This is an optimization exercise on Yosys and OpenROAD, whose aim is small area, not a production implementation. Function was checked by simulation only, so behaviour that the tests miss may differ from the original.

==> build 63: inputs <==
// fir
module fir(
    input clk,
    input rst,
    input signed [15:0] x_in,
    output reg signed [31:0] y_out
);
==> flow/config.mk <==
export PLATFORM = sky130hd
export DESIGN_NAME = fir
export DESIGN_NICKNAME = fir
export VERILOG_FILES = /design/flow/design.v
export SDC_FILE = /design/flow/constraint.sdc
export NUM_CORES = 4
export LEC_CHECK = 0
export CAP_MARGIN = 8
export CORE_MARGIN = 2
export CORE_UTILIZATION = 60
export CTS_BUF_LIST = sky130_fd_sc_hd__clkbuf_8
export CTS_CLUSTER_DIAMETER = 70
export CTS_CLUSTER_SIZE = 18
export PLACE_DENSITY = 0.75
export SLEW_MARGIN = 8
export SYNTH_HIERARCHICAL = 1
export SYNTH_MINIMUM_KEEP_SIZE = 0
==> flow/constraint.sdc <==
create_clock -name core_clock -period 12.0 [get_ports {clk}]
set_input_delay 2.4000 -clock core_clock [delete_from_list [all_inputs] [get_ports {clk}]]
set_output_delay 2.4000 -clock core_clock [all_outputs]
set_load 0.01 [all_outputs]
standard.sh (not shown) runs the stock make flow with config.mk's settings and CLKGATE_MAP_FILE= SYNTH_SCRIPT=/design/flow/synth_recipe.tcl, a recipe that flattens the netlist after the stock synthesis.
==> flow/flow/run.sh <==
#!/bin/bash
# Own flow: the standard layout (standard.sh) with two changes:
#  - the port buffers that global placement inserts are the smallest buffer
#    cell (buf_1) instead of the default choice;
#  - clock tree synthesis does not add dummy loads.
set -euo pipefail
export BUFFER_PORTS_ARGS="-buffer_cell sky130_fd_sc_hd__buf_1"
export CTS_ARGS="-sink_clustering_enable -repair_clock_nets -sink_clustering_size 18 -sink_clustering_max_diameter 70 -buf_list sky130_fd_sc_hd__clkbuf_8 -dont_use_dummy_load"
bash standard.sh > standard.log 2>&1
==> build 14: changes against build 63 <==
==> flow/flow/run.sh (replaced) <==
#!/bin/bash
# Own flow: the standard layout (standard.sh) with two changes:
#  - the port buffers that global placement inserts are the smallest buffer
#    cell (buf_1) instead of the default choice;
#  - clock tree synthesis does not add dummy loads.
set -euo pipefail
export BUFFER_PORTS_ARGS="-buffer_cell sky130_fd_sc_hd__buf_1"
export CTS_ARGS="-sink_clustering_enable -repair_clock_nets -sink_clustering_size 10 -sink_clustering_max_diameter 40 -buf_list sky130_fd_sc_hd__clkbuf_4 -dont_use_dummy_load"
bash standard.sh > standard.log 2>&1
Settings changed: CAP_MARGIN 8 to 20, SLEW_MARGIN 8 to 20.
==> build 95: changes against build 63 <==
==> flow/flow/run.sh (replaced) <==
#!/bin/bash
# Own flow: the standard layout (standard.sh) with two changes:
#  - the port buffers that global placement inserts are the smallest buffer
#    cell (buf_1) instead of the default choice;
#  - clock tree synthesis does not add dummy loads.
set -euo pipefail
export BUFFER_PORTS_ARGS="-buffer_cell sky130_fd_sc_hd__buf_1"
export CTS_ARGS="-sink_clustering_enable -repair_clock_nets -sink_clustering_size 12 -sink_clustering_max_diameter 50 -buf_list {sky130_fd_sc_hd__clkbuf_4 sky130_fd_sc_hd__clkbuf_8} -dont_use_dummy_load"
bash standard.sh > standard.log 2>&1
Settings changed: CAP_MARGIN 8 to 20, SLEW_MARGIN 8 to 20.
==> qor summary <==
Run status: build 63 complete, no violations; build 14 complete, no violations; build 95 complete, no violations
Reg-to-reg critical path startpoint: build 63 r6[0]; build 14 r6[0]; build 95 r3[0]
Worst-Margin Slew: build 63 891 ps; build 14 900 ps; build 95 890 ps
Longest individual stage delay on the worst path: build 63 590 ps; build 14 590 ps; build 95 560 ps
Clock buffers and inverters, area share: build 63 0.0139; build 14 0.0148; build 95 0.0204
Smallest setup slack after layout: build 63 275 ps; build 14 306 ps; build 95 312 ps
Total wire length after detailed routing: build 63 42.0 mm; build 14 42.1 mm; build 95 42.1 mm
Met3 Resource Use GR: build 63 0.110; build 14 0.118; build 95 0.115
Root cell of the clock tree: build 63 sky130_fd_sc_hd__clkbuf_8; build 14 sky130_fd_sc_hd__clkbuf_4; build 95 sky130_fd_sc_hd__clkbuf_8
Fill count: build 63 2,195; build 14 2,203; build 95 2,184
Final setup skew: build 63 39.4 ps; build 14 59.3 ps; build 95 34.9 ps

[separate check: timing with driven ports]
How much do the figures lean on ideal ports? The routed layouts below were timed once more, with nothing changed but the port constraints. Step 1 (the two cells are an assumption about what drives the block):
set clk [get_ports {clk}]
set_driving_cell -lib_cell sky130_fd_sc_hd__clkbuf_16 $clk
set_driving_cell -lib_cell sky130_fd_sc_hd__buf_2 [delete_from_list [all_inputs] $clk]
Step 2 times the ports against the registers' clock, not the clock port: input delays grow and output delays shrink by t, the midpoint of the rising clock arrivals with the driver on. Three values: no drivers, after step 1, after step 2; two values: the first two.
run | t (ns) | setup slack, ns | worst slew at a driven data input, ns
build 63 | 0.605 | 0.275 / 0.275 / 0.275 | 0.03
build 14 | 0.696 | 0.306 / 0.306 / 0.306 | 0.03
build 95 | 0.636 | 0.312 / 0.312 / 0.312 | 0.03
After both steps setup and hold are still met in every run listed.
